This is an optimization exercise on Yosys and OpenROAD, whose aim is small area and a short achievable clock period, not a production implementation.
Where RTL was checked, it was by simulation tests only, not by an equivalence proof against the original.

Setup of main:
Design crc, start of the top module:
module crc #(
	parameter DATA_WIDTH = 32,
	parameter CRC_WIDTH = 32
)
(
	input wire clk,
	input wire resetn,
	input wire clear,
	input wire [CRC_WIDTH-1:0]init_in,
	input wire [CRC_WIDTH:0]poly_in,
	input wire data_reverse,
	input wire crc_reverse,
	input wire [CRC_WIDTH-1:0]xorout_in,
	input wire [DATA_WIDTH-1:0]data_in,
	input wire data_in_valid,
	output wire [CRC_WIDTH-1:0]crc_out
);
For scale: about 3100 cells after synthesis, ~140 flip-flops, about 23000 µm² of cells after synthesis.
export LEC_CHECK = 0
export CAP_MARGIN = 50
export CORE_MARGIN = 2
export CORE_UTILIZATION = 55
export GPL_ROUTABILITY_DRIVEN = 1
export PLACE_DENSITY = 0.65
export SLEW_MARGIN = 50
export SYNTH_HIERARCHICAL = 1
create_clock -name core_clock -period 120.0 [get_ports {clk}]
standard.sh (not shown) runs the stock make flow with config.mk's settings and CLKGATE_MAP_FILE= SYNTH_SCRIPT=/design/flow/synth_recipe.tcl, a recipe that flattens the netlist after the stock synthesis.
==> flow/flow/run.sh <==
#!/bin/bash
# The standard layout, with two changes: timing repair aims for a larger
# setup slack than the 120 ns clock needs (so that it shortens the paths
# that set the achieved period), and the port buffers are buf_1 cells.
set -euo pipefail
bash standard.sh synth > synth.log 2>&1
bash standard.sh SETUP_SLACK_MARGIN=88 \
  BUFFER_PORTS_ARGS="-buffer_cell sky130_fd_sc_hd__buf_1" finish > layout.log 2>&1
Looking at the reports, main completed the entire flow and the layout it produced met the timing, DRC and antenna checks.
Relative to main, the following input files were edited for the feature branch:
==> flow/flow/run.sh <==
#!/bin/bash
# The standard layout, with two changes: timing repair aims for a larger
# setup slack than the 120 ns clock needs (so that it shortens the paths
# that set the achieved period), and the port buffers are buf_2 cells.
set -euo pipefail
bash standard.sh synth > synth.log 2>&1
bash standard.sh SETUP_SLACK_MARGIN=90 \
  BUFFER_PORTS_ARGS="-buffer_cell sky130_fd_sc_hd__buf_2" finish > layout.log 2>&1
As of the feature branch, global-route wire length before repair had risen by a few percent compared to main.
Flip-flop and latch area across main and the feature branch: no real change.
The number of antenna violations at the first check in global routing of the feature branch exceeds that of main by 1.

---

v45:
Another version of the RTL of crc (not shown whole).
For scale: roughly 140 flip-flops, roughly 170 I/O pins, ~23000 µm² of cells after synthesis.
Design crc, start of the top module:
module crc #(
	parameter DATA_WIDTH = 32,
	parameter CRC_WIDTH = 32
)
(
	input wire clk,
	input wire resetn,
	input wire clear,
	input wire [CRC_WIDTH-1:0]init_in,
	input wire [CRC_WIDTH:0]poly_in,
	input wire data_reverse,
	input wire crc_reverse,
	input wire [CRC_WIDTH-1:0]xorout_in,
	input wire [DATA_WIDTH-1:0]data_in,
	input wire data_in_valid,
	output wire [CRC_WIDTH-1:0]crc_out
);
localparam M = 19;
reg [31:0] r;        
reg raw;             
reg [32:0] pl;       
reg [31:0] pn;       
reg s4, s3, s2, s1, s0;   
reg [31:0] xo;
reg rv, dr;
integer i;
wire a4 = ~|poly_in[32:17];
wire [32:0] b4 = a4 ? {poly_in[16:0], 16'd0} : poly_in;
wire a3 = ~|b4[32:25];
wire [32:0] b3 = a3 ? {b4[24:0], 8'd0} : b4;
wire a2 = ~|b3[32:29];
wire [32:0] b2 = a2 ? {b3[28:0], 4'd0} : b3;
wire a1 = ~|b2[32:31];
wire [32:0] b1 = a1 ? {b2[30:0], 2'd0} : b2;
wire a0 = ~b1[32];
wire [31:0] bn = a0 ? {b1[30:0], 1'b0} : b1[31:0];
reg [31:0] mask;
always @(*) begin
	for (i = 0; i < 32; i = i + 1)
		mask[i] = |(pl >> (i + 1));
end
wire [31:0] c0 = pn;
wire [31:0] c1;
assign c1[0] = c0[31] & pn[0];
crc_axo u1 (.a(c0[0]), .b(c0[31]), .c(pn[1]), .y(c1[1]));
crc_axo u2 (.a(c0[1]), .b(c0[31]), .c(pn[2]), .y(c1[2]));
crc_axo u3 (.a(c0[2]), .b(c0[31]), .c(pn[3]), .y(c1[3]));
crc_axo u4 (.a(c0[3]), .b(c0[31]), .c(pn[4]), .y(c1[4]));
crc_axo u5 (.a(c0[4]), .b(c0[31]), .c(pn[5]), .y(c1[5]));
crc_axo u6 (.a(c0[5]), .b(c0[31]), .c(pn[6]), .y(c1[6]));
crc_axo u7 (.a(c0[6]), .b(c0[31]), .c(pn[7]), .y(c1[7]));
  ...
clock: 120.0 ns
lec_check: 0
cap_margin: 50
core_margin: 2
core_utilization: 55
gpl_routability_driven: 1
place_density: 0.75
slew_margin: 50
synth_hierarchical: 1
==> flow/flow/run.sh <==
#!/bin/bash
# The standard layout, with two changes: timing repair aims for a larger
# setup slack than the 120 ns clock needs (so that it shortens the paths
# that set the achieved period), and the port buffers are buf_1 cells.
set -euo pipefail
bash standard.sh synth > synth.log 2>&1
bash standard.sh SETUP_SLACK_MARGIN=88 \
  BUFFER_PORTS_ARGS="-buffer_cell sky130_fd_sc_hd__buf_1" finish > layout.log 2>&1
v45 completed every stage of the flow, and the final layout passed the timing, DRC and antenna checks.
Changes in v26 relative to v45:
Settings: PLACE_DENSITY: 0.75 -> 0.65.
==> results.txt <==
- Compared to v45, v26 has fmax 0.32 MHz higher.
- Sort v26 and v45 by met2 track demand over resource in global routing, ascending, and v45 comes first.
- Capture point of the critical path = crc_out[8]: v26; capture point of the critical path = crc_out[11]: v45
- From v45 to v26 the numbers moved as follows: delay of the slowest critical-path stage moved down, worst setup slack moved up.
- v26 vs. v45: non-clock buffer count went down by 3.
- On via total after detailed routing, v26 and v45 are neck and neck.
- Total wirelength of the detailed-routed design, v26 vs v45: up by a little under 10%
What v32 does differently from v26 at the input level:
Settings: CTS_CLUSTER_SIZE newly set to 30; CTS_BUF_LIST newly set to sky130_fd_sc_hd__clkbuf_8.
--- a/flow/flow/run.sh
+++ b/flow/flow/run.sh
@@ -6,3 +6,3 @@
 bash standard.sh synth > synth.log 2>&1
-bash standard.sh SETUP_SLACK_MARGIN=88 \
+bash standard.sh SETUP_SLACK_MARGIN=89 \
   BUFFER_PORTS_ARGS="-buffer_cell sky130_fd_sc_hd__buf_1" finish > layout.log 2>&1
Comparing v26 and v32, part of the cycle the worst path needs is higher on v26. Final instance count without filler cells: v32 vs v26 — no meaningful difference. v32 finished every step from synthesis to the final layout, and the layout passed the timing, DRC and antenna checks. Sequential share of layout area: v26 and v32 compared, lower one is v32.
[inputs] v54 vs v32
--- a/flow/flow/run.sh
+++ b/flow/flow/run.sh
@@ -6,3 +6,3 @@
 bash standard.sh synth > synth.log 2>&1
-bash standard.sh SETUP_SLACK_MARGIN=89 \
+bash standard.sh SETUP_SLACK_MARGIN=88 \
   BUFFER_PORTS_ARGS="-buffer_cell sky130_fd_sc_hd__buf_1" finish > layout.log 2>&1
Findings:
- v32 and v54 ended up with nearly the same wire length of the first global-routing pass.
- Worst slack after detailed placement: v54 higher than v32
- Minimum hold slack: v54 vs v32 up 0.20 ns
- Number of synthesized flops with an enable pin across v32 and v54: no real change.
- Diff v32 -> v54 | number of clock buffer instances in the layout | increase of 1
- Compared with v32, v54 shows a lower post-cts gate resize count.
- Taking v32 as the reference, in v54 met2 usage in global routing picked up an extra 1.0 points, combined buffer and inverter count along the critical path picked up an extra 2, final period demand of the worst path picked up an extra 0.51 ns, routed wire length lost 1.0%.
[inputs] v48 vs v54
Settings: CTS_CLUSTER_SIZE: 30 -> 40; CTS_CLUSTER_DIAMETER: unset -> 200; CTS_BUF_LIST: sky130_fd_sc_hd__clkbuf_8 -> unset.
## What came out
- Any difference in number of buffers inserted to repair setup after CTS between v54 and v48 is small enough to ignore.
- Number of well taps: v54 vs v48 identical
- v48 against v54; finished layout cell area is up slightly.
- ~same sequential fraction of total cell area in v48 and v54
- | core utilization | v48 vs v54 | 0.43 points higher |
- The area added between synthesis and finish reported for v48 is greater than that of v54 by 0.78 points.
- [compare] base=v54 new=v48: share of post-route cells with drive strength above 1 held.

---

crc, a different RTL version from the one above (not shown whole).
For scale: roughly 3300 cells after synthesis, roughly 23000 sq um of cells after synthesis.
## crc
module crc #(
	parameter DATA_WIDTH = 32,
	parameter CRC_WIDTH = 32
)
(
	input wire clk,
	input wire resetn,
	input wire clear,
	input wire [CRC_WIDTH-1:0]init_in,
	input wire [CRC_WIDTH:0]poly_in,
	input wire data_reverse,
	input wire crc_reverse,
	input wire [CRC_WIDTH-1:0]xorout_in,
	input wire [DATA_WIDTH-1:0]data_in,
	input wire data_in_valid,
	output wire [CRC_WIDTH-1:0]crc_out
);
Settings: LEC_CHECK=0, CAP_MARGIN=20, CORE_MARGIN=2, CORE_UTILIZATION=55, GPL_ROUTABILITY_DRIVEN=1, PLACE_DENSITY=0.65, SLEW_MARGIN=20, SYNTH_HIERARCHICAL=1; clock period 120.0 ns.
run.sh (not shown) runs the stock make flow with config.mk's settings and CLKGATE_MAP_FILE= SYNTH_SCRIPT=/design/flow/synth_recipe.tcl, a recipe that flattens the netlist after the stock synthesis.
Stock flow here: none of the scripts above is used.
The baseline finished clean.
==> next run, changes <==
Settings changed: CAP_MARGIN 20 to 50, SLEW_MARGIN 20 to 50.
Outcome:
- worst hold slack loses 14 ps
- core utilization went up by 0.65 points
- final area went up slightly
- via count grows slightly
- clock-buffer cell count went up by 2
- sequential share of layout area stays flat
- cell count goes up slightly
- sequential cell count stays the same
- non-clock buffer count rose by 11
==> next run, changes <==
Settings changed: CAP_MARGIN 50 to 75, SLEW_MARGIN 50 to 75.
After rerunning: Routed wire length came out higher by 2.0%. Final area came out higher by 6.9%. Worst setup slack improves by 640 ps. Non-clock buffer count came out higher by 101. Cell count came out higher by 2.5%. Synthesized area is unchanged. First-iteration DRC count came out lower by 0.89%. Core utilization came out higher by 4.4 points. Clock skew barely changes.
No run of this note included a check of the RTL's function; only the layout flow was run.

---

JK:
RTL: one of the versions met above, not the one the previous note started from.
Size in the first run: ~3100 cells after synthesis, about 140 flip-flops, roughly 170 I/O pins, ~23000 sq um of cells after synthesis.
// crc
module crc #(
	parameter DATA_WIDTH = 32,
	parameter CRC_WIDTH = 32
)
(
	input wire clk,
	input wire resetn,
	input wire clear,
	input wire [CRC_WIDTH-1:0]init_in,
	input wire [CRC_WIDTH:0]poly_in,
	input wire data_reverse,
	input wire crc_reverse,
	input wire [CRC_WIDTH-1:0]xorout_in,
	input wire [DATA_WIDTH-1:0]data_in,
	input wire data_in_valid,
	output wire [CRC_WIDTH-1:0]crc_out
);
==> flow/config.mk <==
export PLATFORM = sky130hd
export DESIGN_NAME = crc
export DESIGN_NICKNAME = crc
export VERILOG_FILES = /design/flow/design.v
export SDC_FILE = /design/flow/constraint.sdc
export NUM_CORES = 4
export LEC_CHECK = 0
export CAP_MARGIN = 50
export CORE_MARGIN = 2
export CORE_UTILIZATION = 70
export GPL_ROUTABILITY_DRIVEN = 1
export PLACE_DENSITY = 0.8
export SLEW_MARGIN = 50
export SYNTH_HIERARCHICAL = 1
==> flow/constraint.sdc <==
create_clock -name core_clock -period 120.0 [get_ports {clk}]
set_input_delay 24.0000 -clock core_clock [delete_from_list [all_inputs] [get_ports {clk}]]
set_output_delay 24.0000 -clock core_clock [all_outputs]
set_load 0.01 [all_outputs]
standard.sh (not shown) runs the stock make flow with config.mk's settings and CLKGATE_MAP_FILE= SYNTH_SCRIPT=/design/flow/synth_recipe.tcl, a recipe that flattens the netlist after the stock synthesis.
==> flow/flow/run.sh <==
#!/bin/bash
# The standard layout, with two changes: timing repair aims for a larger
# setup slack than the 120 ns clock needs (so that it shortens the paths
# that set the achieved period), and the port buffers are buf_1 cells.
set -euo pipefail
bash standard.sh synth > synth.log 2>&1
bash standard.sh SETUP_SLACK_MARGIN=88 \
  BUFFER_PORTS_ARGS="-buffer_cell sky130_fd_sc_hd__buf_1" finish > layout.log 2>&1
JK: full flow OK, the timing, DRC and antenna checks passed
Changes in MS relative to JK:
-- flow/flow/run.sh --
<<< JK, line 5
set -euo pipefail
bash standard.sh synth > synth.log 2>&1
bash standard.sh SETUP_SLACK_MARGIN=88 \
  BUFFER_PORTS_ARGS="-buffer_cell sky130_fd_sc_hd__buf_1" finish > layout.log 2>&1
>>> MS, line 5
set -euo pipefail
bash standard.sh synth > synth.log 2>&1
bash standard.sh SETUP_SLACK_MARGIN=94 \
  BUFFER_PORTS_ARGS="-buffer_cell sky130_fd_sc_hd__buf_1" finish > layout.log 2>&1
-- flow/config.mk --
<<< JK, line 8
export CAP_MARGIN = 50
export CORE_MARGIN = 2
export CORE_UTILIZATION = 70
export GPL_ROUTABILITY_DRIVEN = 1
export PLACE_DENSITY = 0.8
export SLEW_MARGIN = 50
export SYNTH_HIERARCHICAL = 1
>>> MS, line 8
export CAP_MARGIN = 50
export CORE_MARGIN = 2
export CORE_UTILIZATION = 55
export GPL_ROUTABILITY_DRIVEN = 1
export PLACE_DENSITY = 0.65
export SLEW_MARGIN = 50
export SYNTH_HIERARCHICAL = 1
==> comparison <==
MS vs. JK: clock skew after layout shrank by 0.0091 ns; die extent in y grew by about 13%.
MS ended up with a lower part of the cycle the worst path needs than JK did.
The higher highest attainable clock frequency came out of MS.
Of the two candidates, JK has the worse final period demand of the worst path and MS the better one.
In the route summary, MS ends up with a via count exceeding that of JK.
Comparing JK and MS, worst reg2reg path depth is lower on JK.
Between MS and JK, it is MS whose final cell count is higher, by 13%.

---

Starting RTL as in the previous note.
// crc
module crc #(
	parameter DATA_WIDTH = 32,
	parameter CRC_WIDTH = 32
)
(
	input wire clk,
	input wire resetn,
	input wire clear,
	input wire [CRC_WIDTH-1:0]init_in,
	input wire [CRC_WIDTH:0]poly_in,
	input wire data_reverse,
	input wire crc_reverse,
	input wire [CRC_WIDTH-1:0]xorout_in,
	input wire [DATA_WIDTH-1:0]data_in,
	input wire data_in_valid,
	output wire [CRC_WIDTH-1:0]crc_out
);
localparam M = 19;
reg [31:0] r;        
reg raw;             
reg [32:0] pl;       
reg [31:0] pn;       
reg s4, s3, s2, s1, s0;   
reg [31:0] xo;
reg rv, dr;
integer i;
wire a4 = ~|poly_in[32:17];
wire [32:0] b4 = a4 ? {poly_in[16:0], 16'd0} : poly_in;
wire a3 = ~|b4[32:25];
wire [32:0] b3 = a3 ? {b4[24:0], 8'd0} : b4;
wire a2 = ~|b3[32:29];
wire [32:0] b2 = a2 ? {b3[28:0], 4'd0} : b3;
wire a1 = ~|b2[32:31];
wire [32:0] b1 = a1 ? {b2[30:0], 2'd0} : b2;
wire a0 = ~b1[32];
wire [31:0] bn = a0 ? {b1[30:0], 1'b0} : b1[31:0];
reg [31:0] mask;
always @(*) begin
	for (i = 0; i < 32; i = i + 1)
		mask[i] = |(pl >> (i + 1));
end
wire [31:0] c0 = pn;
wire [31:0] c1;
assign c1[0] = c0[31] & pn[0];
crc_axo u1 (.a(c0[0]), .b(c0[31]), .c(pn[1]), .y(c1[1]));
crc_axo u2 (.a(c0[1]), .b(c0[31]), .c(pn[2]), .y(c1[2]));
crc_axo u3 (.a(c0[2]), .b(c0[31]), .c(pn[3]), .y(c1[3]));
crc_axo u4 (.a(c0[3]), .b(c0[31]), .c(pn[4]), .y(c1[4]));
crc_axo u5 (.a(c0[4]), .b(c0[31]), .c(pn[5]), .y(c1[5]));
crc_axo u6 (.a(c0[5]), .b(c0[31]), .c(pn[6]), .y(c1[6]));
crc_axo u7 (.a(c0[6]), .b(c0[31]), .c(pn[7]), .y(c1[7]));
crc_axo u8 (.a(c0[7]), .b(c0[31]), .c(pn[8]), .y(c1[8]));
  ...
clock: 120.0 ns
lec_check: 0
cap_margin: 50
core_margin: 2
core_utilization: 55
gpl_routability_driven: 1
place_density: 0.65
slew_margin: 50
synth_hierarchical: 1
run.sh (not shown) runs the stock make flow with config.mk's settings and CLKGATE_MAP_FILE= SYNTH_SCRIPT=/design/flow/synth_recipe.tcl, a recipe that flattens the netlist after the stock synthesis.
Stock flow here: none of the scripts above is used.
Then changed:
==> flow/flow/run.sh (new file) <==
#!/bin/bash
# The standard layout, with two changes: timing repair aims for a larger
# setup slack than the 120 ns clock needs (so that it shortens the paths
# that set the achieved period), and the port buffers are buf_1 cells.
set -euo pipefail
bash standard.sh synth > synth.log 2>&1
bash standard.sh SETUP_SLACK_MARGIN=88 \
  BUFFER_PORTS_ARGS="-buffer_cell sky130_fd_sc_hd__buf_1" finish > layout.log 2>&1
==> flow/standard.sh (new file) <==
#!/bin/bash
# synth_recipe.tcl (not shown) runs the flow's synth.tcl, then flattens the netlist and writes it again
# the make line also repeats each setting of config.mk as NAME=value (left out here)
make -C /OpenROAD-flow-scripts/flow DESIGN_CONFIG=/design/flow/config.mk WORK_HOME=/design/flow/orfs CLKGATE_MAP_FILE= SYNTH_SCRIPT=/design/flow/synth_recipe.tcl "${@:-finish}"
CAP_MARGIN = 20   (was 50)
SLEW_MARGIN = 20   (was 50)
removed: flow/run.sh
Via count went down by 0.39%.
Die area is unchanged.
Synthesized cell count stays the same.
Then changed:
CAP_MARGIN = 50   (was 20)
GPL_TIMING_DRIVEN = 1   (was unset)
SLEW_MARGIN = 50   (was 20)
The changed run completed with no timing, DRC or antenna violations.
Via count hardly moves.
Worst setup slack improved by 440 ps.
Design area came out higher by 1.0%.
Global-route usage went up by 0.16 points.
Sequential share of layout area is about the same.
Utilization came out higher by 0.64 points.
Final cell count stays flat.
Maximum frequency goes up by 1.4%.
Flip-flop and latch count does not change.
Area after synthesis does not change.

separate check: timing with driven ports:
The flow's constraints put no driver on any port. The routed layouts listed below were extracted and timed again, unchanged, in two steps. Step 1 sets driving cells, clkbuf_16 on the clock port and buf_2 on the other inputs (assumed; they add their load-dependent delay and slew). Step 2 adds t to the input delays and takes it off the output delays; t is the mean of the earliest and latest rising clock arrival at the registers after step 1. Input paths then give back, and output paths get back, about the clock's delay inside the block. Slacks: no drivers / after step 1 / after step 2; pairs: no drivers / after step 1.
| run | shift t [ns] | setup WS [ns] | clock arrival spread, ns | slew at the worst register clock pin (ns) |
|---|---|---|---|---|
| main | 0.506 | 88.664 / 88.609 / 88.713 | 0.019 / 0.019 | 0.08 / 0.08 |
| the feature branch | 0.522 | 90.154 / 90.101 / 89.671 | 0.019 / 0.018 | 0.08 / 0.08 |
| v45 | 0.491 | 88.576 / 88.525 / 89.016 | 0.021 / 0.021 | 0.08 / 0.08 |
| v26 | 0.521 | 88.887 / 88.828 / 89.184 | 0.020 / 0.020 | 0.08 / 0.08 |
| v32 | 0.570 | 89.350 / 89.295 / 88.976 | 0.045 / 0.044 | 0.12 / 0.12 |
| v54 | 0.564 | 88.842 / 88.790 / 89.192 | 0.035 / 0.035 | 0.12 / 0.12 |
| v48 | 0.521 | 88.887 / 88.828 / 89.184 | 0.020 / 0.020 | 0.08 / 0.08 |
| the first run of note 3 | 0.533 | 87.619 / 87.556 / 88.019 | 0.019 / 0.020 | 0.08 / 0.08 |
| the second run of note 3 | 0.534 | 88.291 / 88.231 / 88.569 | 0.019 / 0.019 | 0.08 / 0.08 |
| the third run of note 3 | 0.532 | 88.935 / 88.874 / 88.883 | 0.021 / 0.021 | 0.08 / 0.08 |
| JK | 0.504 | 88.238 / 88.181 / 88.344 | 0.030 / 0.030 | 0.09 / 0.09 |
| MS | 0.542 | 89.470 / 89.495 / 88.953 | 0.018 / 0.019 | 0.08 / 0.08 |
| the first run of note 5 | 0.508 | 87.901 / 87.841 / 88.349 | 0.018 / 0.018 | 0.08 / 0.08 |
| the second run of note 5 | 0.508 | 88.221 / 88.165 / 88.161 | 0.024 / 0.023 | 0.09 / 0.09 |
| the third run of note 5 | 0.506 | 88.664 / 88.609 / 88.713 | 0.019 / 0.019 | 0.08 / 0.08 |
After both steps every run listed still meets setup and hold. The setup slack of MS, which loses most, moves by +0.025 ns with the drivers and by -0.517 ns with both steps.
